From an optimization exercise on the open Yosys and OpenROAD flow, aimed at small area and a short achievable clock period; shortcuts taken in it are not production practice.
Only simulation tests tie the RTL to the original design; equivalence was not proved.
Power and IR drop assume default switching activity.

## the previous run
==> flow/design.v <==
module CPU(
    clk,
    rst_n,
    data_read,
    instruction,
    data_wen,
    data_addr,
    inst_addr,
    data_write
);
    input clk;
    input rst_n;
    input [31:0] instruction;
    input [31:0] data_read;
    output data_wen;
    output [31:0] data_addr;
    output [31:0] inst_addr;
    output reg [31:0] data_write;
    localparam OP_R    = 6'b000000;
    localparam OP_J    = 6'b000010;
    localparam OP_BEQ  = 6'b000100;
    localparam OP_ADDI = 6'b001000;
    localparam OP_LW   = 6'b100011;
    localparam OP_SW   = 6'b101011;
    localparam FN_ADD  = 6'b100000;
    localparam FN_SLT  = 6'b101010;
    reg [31:0] pc;
    reg        started;    
    reg [5:0]  d_opf;      
    reg [5:0]  d_fnf;      
    reg [25:6] d_mid;      
    wire [31:0] d_ins = {d_opf, d_mid, d_fnf};
    reg        d_nz;       
    reg [31:0] d_rs_sel, d_rt_sel;
    reg [31:0] e_a;        
    reg [31:0] e_y;        
    reg [31:0] e_sd;       
    reg        e_sum, e_slt, e_sub, e_j;
    reg [4:0]  e_dst;
    reg        e_wa, e_lw, e_sw;
    reg [31:0] alu;        
    reg        alu_hz;     
    reg [4:0]  m_dst;
    reg        m_wa, m_lw, m_sw;
    reg [31:0] rf [0:31];
    reg [31:0] rf_ok;
    reg [31:0] rf_hz;      
    wire        m_we   = m_wa | m_lw;
    wire [31:0] wd     = m_lw ? data_read : alu;
    wire        wd_hz  = m_lw ? (data_read[31:1] == 31'd0) : alu_hz;
    wire [31:0] row_we = {31'd0, m_we} << m_dst;
    integer k;
    always @(posedge clk) begin
        for (k = 0; k < 32; k = k + 1)
            if (row_we[k]) begin
                rf[k]    <= wd;
                rf_hz[k] <= wd_hz;
            end
    end
    always @(posedge clk or negedge rst_n) begin
        if (!rst_n) rf_ok <= 32'd0;
        else rf_ok <= rf_ok | row_we;
    end
    wire [5:0]  d_op = d_ins[31:26];
    wire [5:0]  d_fn = d_ins[5:0];
    wire [4:0]  d_rs = d_ins[25:21];
    wire [4:0]  d_rt = d_ins[20:16];
    wire [4:0]  d_rd = d_ins[15:11];
    reg  [31:0] rs_v, rt_v;
    reg         rt_nhz;    
    integer r;
    always @(*) begin
        rs_v = 32'd0;
        rt_v = 32'd0;
        rt_nhz = 1'b0;
        for (r = 0; r < 32; r = r + 1) begin
            rs_v = rs_v | (rf[r] & {32{d_rs_sel[r]}});
            rt_v = rt_v | (rf[r] & {32{d_rt_sel[r]}});
            rt_nhz = rt_nhz | (~rf_hz[r] & d_rt_sel[r]);
        end
    end
    wire [31:0] rs_f = (m_we && m_dst == d_rs) ? wd : rs_v;
    wire [31:0] rt_f = (m_we && m_dst == d_rt) ? wd : rt_v;
    wire d_isr   = d_op == OP_R;
    wire d_isadd = d_isr && d_fn == FN_ADD;
    wire d_isslt = d_isr && d_fn == FN_SLT;
    wire d_isbeq = d_op == OP_BEQ;
    wire d_isimm = d_op == OP_ADDI || d_op == OP_LW || d_op == OP_SW;
    wire d_isj   = d_op == OP_J;
    always @(posedge clk or negedge rst_n) begin
        if (!rst_n) begin
            e_sum <= 1'b0; e_slt <= 1'b0; e_sub <= 1'b0; e_j <= 1'b0;
            e_wa <= 1'b0; e_lw <= 1'b0; e_sw <= 1'b0; e_dst <= 5'd0;
        end else begin
            e_sum <= d_isadd | d_isimm | d_isbeq;
            e_slt <= d_isslt;
            e_sub <= d_isslt | d_isbeq;
            e_j   <= d_isj;
            e_wa  <= (d_isr && d_nz) || d_op == OP_ADDI;
            e_lw  <= d_op == OP_LW;
            e_sw  <= d_op == OP_SW;
            e_dst <= d_isr ? d_rd : d_rt;
        end
    end
    always @(posedge clk) begin
        e_a    <= rs_f;
        e_y    <= d_isimm ? {{16{d_ins[15]}}, d_ins[15:0]}
                : d_isj   ? {6'd0, d_ins[25:0]}
                          : ((d_isslt | d_isbeq) ? ~rt_f : rt_f);
        e_sd   <= rt_v;
    end
    wire [31:0] sum = e_a + e_y + {31'd0, e_sub};
    wire [31:0] e_b = ~e_y;
    wire        lt  = (e_a[31] ^ e_b[31]) ? e_a[31] : (e_a[30:0] < e_b[30:0]);
    always @(posedge clk or negedge rst_n) begin
        if (!rst_n) begin
            alu <= 32'd0;
            alu_hz <= 1'b1;
            m_dst <= 5'd0; m_wa <= 1'b0; m_lw <= 1'b0; m_sw <= 1'b0;
        end else begin
            if (e_sum) begin
                alu    <= sum;
                alu_hz <= sum[31:1] == 31'd0;
            end else if (e_slt) begin
                alu    <= {31'd0, lt};
                alu_hz <= 1'b1;
            end else if (e_j) begin
                alu    <= {2'b00, pc[31:28], e_y[25:0]};
                alu_hz <= {pc[31:28], e_y[25:1]} == 29'd0;
            end
            m_dst <= e_dst; m_wa <= e_wa; m_lw <= e_lw; m_sw <= e_sw;
        end
    end
    always @(posedge clk) data_write <= e_sd;
    assign data_addr = alu;
    assign data_wen  = m_sw;
    assign inst_addr = pc;
    wire take = d_isbeq & e_slt & ~rt_nhz & (rt_v[0] == lt);
    always @(posedge clk) begin
        d_mid <= instruction[25:6];
        d_rs_sel <= (32'd1 << instruction[25:21]) & (rf_ok | row_we);
        d_rt_sel <= (32'd1 << instruction[20:16]) & (rf_ok | row_we);
    end
    reg  [31:0] pc_c;
    integer b, s;
    always @(*) begin
        pc_c = pc;
        for (s = 1; s < 32; s = s * 2)
            for (b = 31; b >= s; b = b - 1)
                pc_c[b] = pc_c[b] & pc_c[b-s];
    end
    wire [31:0] pc_inc = pc ^ {pc_c[30:0], 1'b1};
    wire [31:0] pc_br  = pc + {{16{d_ins[15]}}, d_ins[15:0]};
    always @(posedge clk or negedge rst_n) begin
        if (!rst_n) begin
            pc <= 32'd0;
            started <= 1'b0;
            d_opf <= 6'd0;
            d_fnf <= 6'd0;
            d_nz  <= 1'b0;
        end else begin
            started <= 1'b1;
            d_opf <= instruction[31:26];
            d_fnf <= instruction[5:0];
            d_nz  <= |instruction;
            if (instruction[31:26] == OP_J)
                pc <= {2'b00, pc[31:28], instruction[25:0]};
            else if (take)
                pc <= pc_br;
            else if (started)
                pc <= pc_inc;
        end
    end
endmodule
clock: 12.0 ns
lec_check: 0
cap_margin: 20
core_margin: 2
core_utilization: 50
cts_cluster_diameter: 60
cts_cluster_size: 25
place_density: 0.6
slew_margin: 20
standard.sh (not shown) runs the stock make flow with config.mk's settings and CLKGATE_MAP_FILE= SYNTH_SCRIPT=/design/flow/synth_recipe.tcl, a recipe that flattens the netlist after the stock synthesis.
==> flow/flow/run.sh <==
#!/bin/bash
set -euo pipefail
bash standard.sh SETUP_SLACK_MARGIN=8.5 \
  "CTS_ARGS=-sink_clustering_enable -repair_clock_nets -sink_clustering_size 25 -sink_clustering_max_diameter 60 -dont_use_dummy_load" \
  finish > standard_flow.log 2>&1
The previous run: all stages complete, timing, DRC and antenna checks passed
Inputs modified between the previous run and the current run:
--- a/flow/design.v
+++ b/flow/design.v
@@ -30,25 +30,25 @@
     reg [5:0]  d_fnf;      
     reg [25:6] d_mid;      
     wire [31:0] d_ins = {d_opf, d_mid, d_fnf};
     reg        d_nz;       
-    reg [31:0] d_rs_sel, d_rt_sel;
+    reg [3:0]  d_rs_lo, d_rt_lo;
+    reg [7:0]  d_rs_hi, d_rt_hi;
     reg [31:0] e_a;        
     reg [31:0] e_y;        
     reg [31:0] e_sd;       
     reg        e_sum, e_slt, e_sub, e_j;
     reg [4:0]  e_dst;
     reg        e_wa, e_lw, e_sw;
     reg [31:0] alu;        
-    reg        alu_hz;     
     reg [4:0]  m_dst;
     reg        m_wa, m_lw, m_sw;
     reg [31:0] rf [0:31];
     reg [31:0] rf_ok;
     reg [31:0] rf_hz;      
     wire        m_we   = m_wa | m_lw;
     wire [31:0] wd     = m_lw ? data_read : alu;
-    wire        wd_hz  = m_lw ? (data_read[31:1] == 31'd0) : alu_hz;
+    wire        wd_hz  = m_lw ? (data_read[31:1] == 31'd0) : (alu[31:1] == 31'd0);
     wire [31:0] row_we = {31'd0, m_we} << m_dst;
     integer k;
     always @(posedge clk) begin
         for (k = 0; k < 32; k = k + 1)
@@ -73,11 +73,11 @@
         rs_v = 32'd0;
         rt_v = 32'd0;
         rt_nhz = 1'b0;
         for (r = 0; r < 32; r = r + 1) begin
-            rs_v = rs_v | (rf[r] & {32{d_rs_sel[r]}});
-            rt_v = rt_v | (rf[r] & {32{d_rt_sel[r]}});
-            rt_nhz = rt_nhz | (~rf_hz[r] & d_rt_sel[r]);
+            rs_v = rs_v | (rf[r] & {32{d_rs_lo[r % 4] & d_rs_hi[r / 4] & rf_ok[r]}});
+            rt_v = rt_v | (rf[r] & {32{d_rt_lo[r % 4] & d_rt_hi[r / 4] & rf_ok[r]}});
+            rt_nhz = rt_nhz | (~rf_hz[r] & d_rt_lo[r % 4] & d_rt_hi[r / 4] & rf_ok[r]);
         end
     end
     wire [31:0] rs_f = (m_we && m_dst == d_rs) ? wd : rs_v;
     wire [31:0] rt_f = (m_we && m_dst == d_rt) ? wd : rt_v;
@@ -114,21 +114,13 @@
     wire        lt  = (e_a[31] ^ e_b[31]) ? e_a[31] : (e_a[30:0] < e_b[30:0]);
     always @(posedge clk or negedge rst_n) begin
         if (!rst_n) begin
             alu <= 32'd0;
-            alu_hz <= 1'b1;
             m_dst <= 5'd0; m_wa <= 1'b0; m_lw <= 1'b0; m_sw <= 1'b0;
         end else begin
-            if (e_sum) begin
-                alu    <= sum;
-                alu_hz <= sum[31:1] == 31'd0;
-            end else if (e_slt) begin
-                alu    <= {31'd0, lt};
-                alu_hz <= 1'b1;
-            end else if (e_j) begin
-                alu    <= {2'b00, pc[31:28], e_y[25:0]};
-                alu_hz <= {pc[31:28], e_y[25:1]} == 29'd0;
-            end
+            if (e_sum)      alu <= sum;
+            else if (e_slt) alu <= {31'd0, lt};
+            else if (e_j)   alu <= {2'b00, pc[31:28], e_y[25:0]};
             m_dst <= e_dst; m_wa <= e_wa; m_lw <= e_lw; m_sw <= e_sw;
         end
     end
     always @(posedge clk) data_write <= e_sd;
@@ -137,10 +129,12 @@
     assign inst_addr = pc;
     wire take = d_isbeq & e_slt & ~rt_nhz & (rt_v[0] == lt);
     always @(posedge clk) begin
         d_mid <= instruction[25:6];
-        d_rs_sel <= (32'd1 << instruction[25:21]) & (rf_ok | row_we);
-        d_rt_sel <= (32'd1 << instruction[20:16]) & (rf_ok | row_we);
+        d_rs_lo <= 4'd1 << instruction[22:21];
+        d_rs_hi <= 8'd1 << instruction[25:23];
+        d_rt_lo <= 4'd1 << instruction[17:16];
+        d_rt_hi <= 8'd1 << instruction[20:18];
     end
     reg  [31:0] pc_c;
     integer b, s;
     always @(*) begin
==> comparison <==
- Measured against each other, the current run and the previous run differ in share of total power consumed by net switching, the lower figure coming from the previous run.
- The current run had finished all stages when the layout checks came back failing, citing max-capacitance violations, max-slew violations.
- Wire length of the first global-routing pass of the previous run is on par with the current run.
- Proportion of cell area occupied by registers across the current run and the previous run: no real change.
- Compared with the previous run, in the current run relative slew slack fell by 22 points, met3 usage rose by 1.5 points, wire length rose by 0.53%, per-cell via count in the routed design rose by 2.6%.
- Measured against each other, the current run and the previous run differ in amount of wire on met3 after detailed routing, the higher figure coming from the current run.
- Compared with the previous run, the current run improves design area.
- Cmp the current run vs the previous run: area fraction of clock buffers and clock inverters higher in the current run

-- afterwards: timing with drivers on the ports --
No port has a modelled driver above. Below, the same layouts with a new extraction and two added sets of constraints. Step 1 sets driving cells, clkbuf_16 on the clock port and buf_2 on the other inputs (assumed; they add their load-dependent delay and slew). Step 2 also shifts input and output timing later by t, the mid clock arrival at the registers, as if the neighbouring blocks saw the same clock. Slacks: no drivers / after step 1 / after step 2; pairs: no drivers / after step 1.
run | t, ns | setup slack, ns | worst hold slack (ns) | worst setup path after step 2 | pins driven straight from the clock port
the previous run | 0.782 | 8.291 / 8.216 / 7.691 | 0.300 / 0.300 / 0.300 | input to register | 1
the current run | 0.800 | 8.261 / 8.191 / 7.750 | 0.305 / 0.305 / 0.305 | input to register | 1
The setup slack of the previous run, which loses most, moves by -0.075 ns with the drivers and by -0.600 ns with both steps.
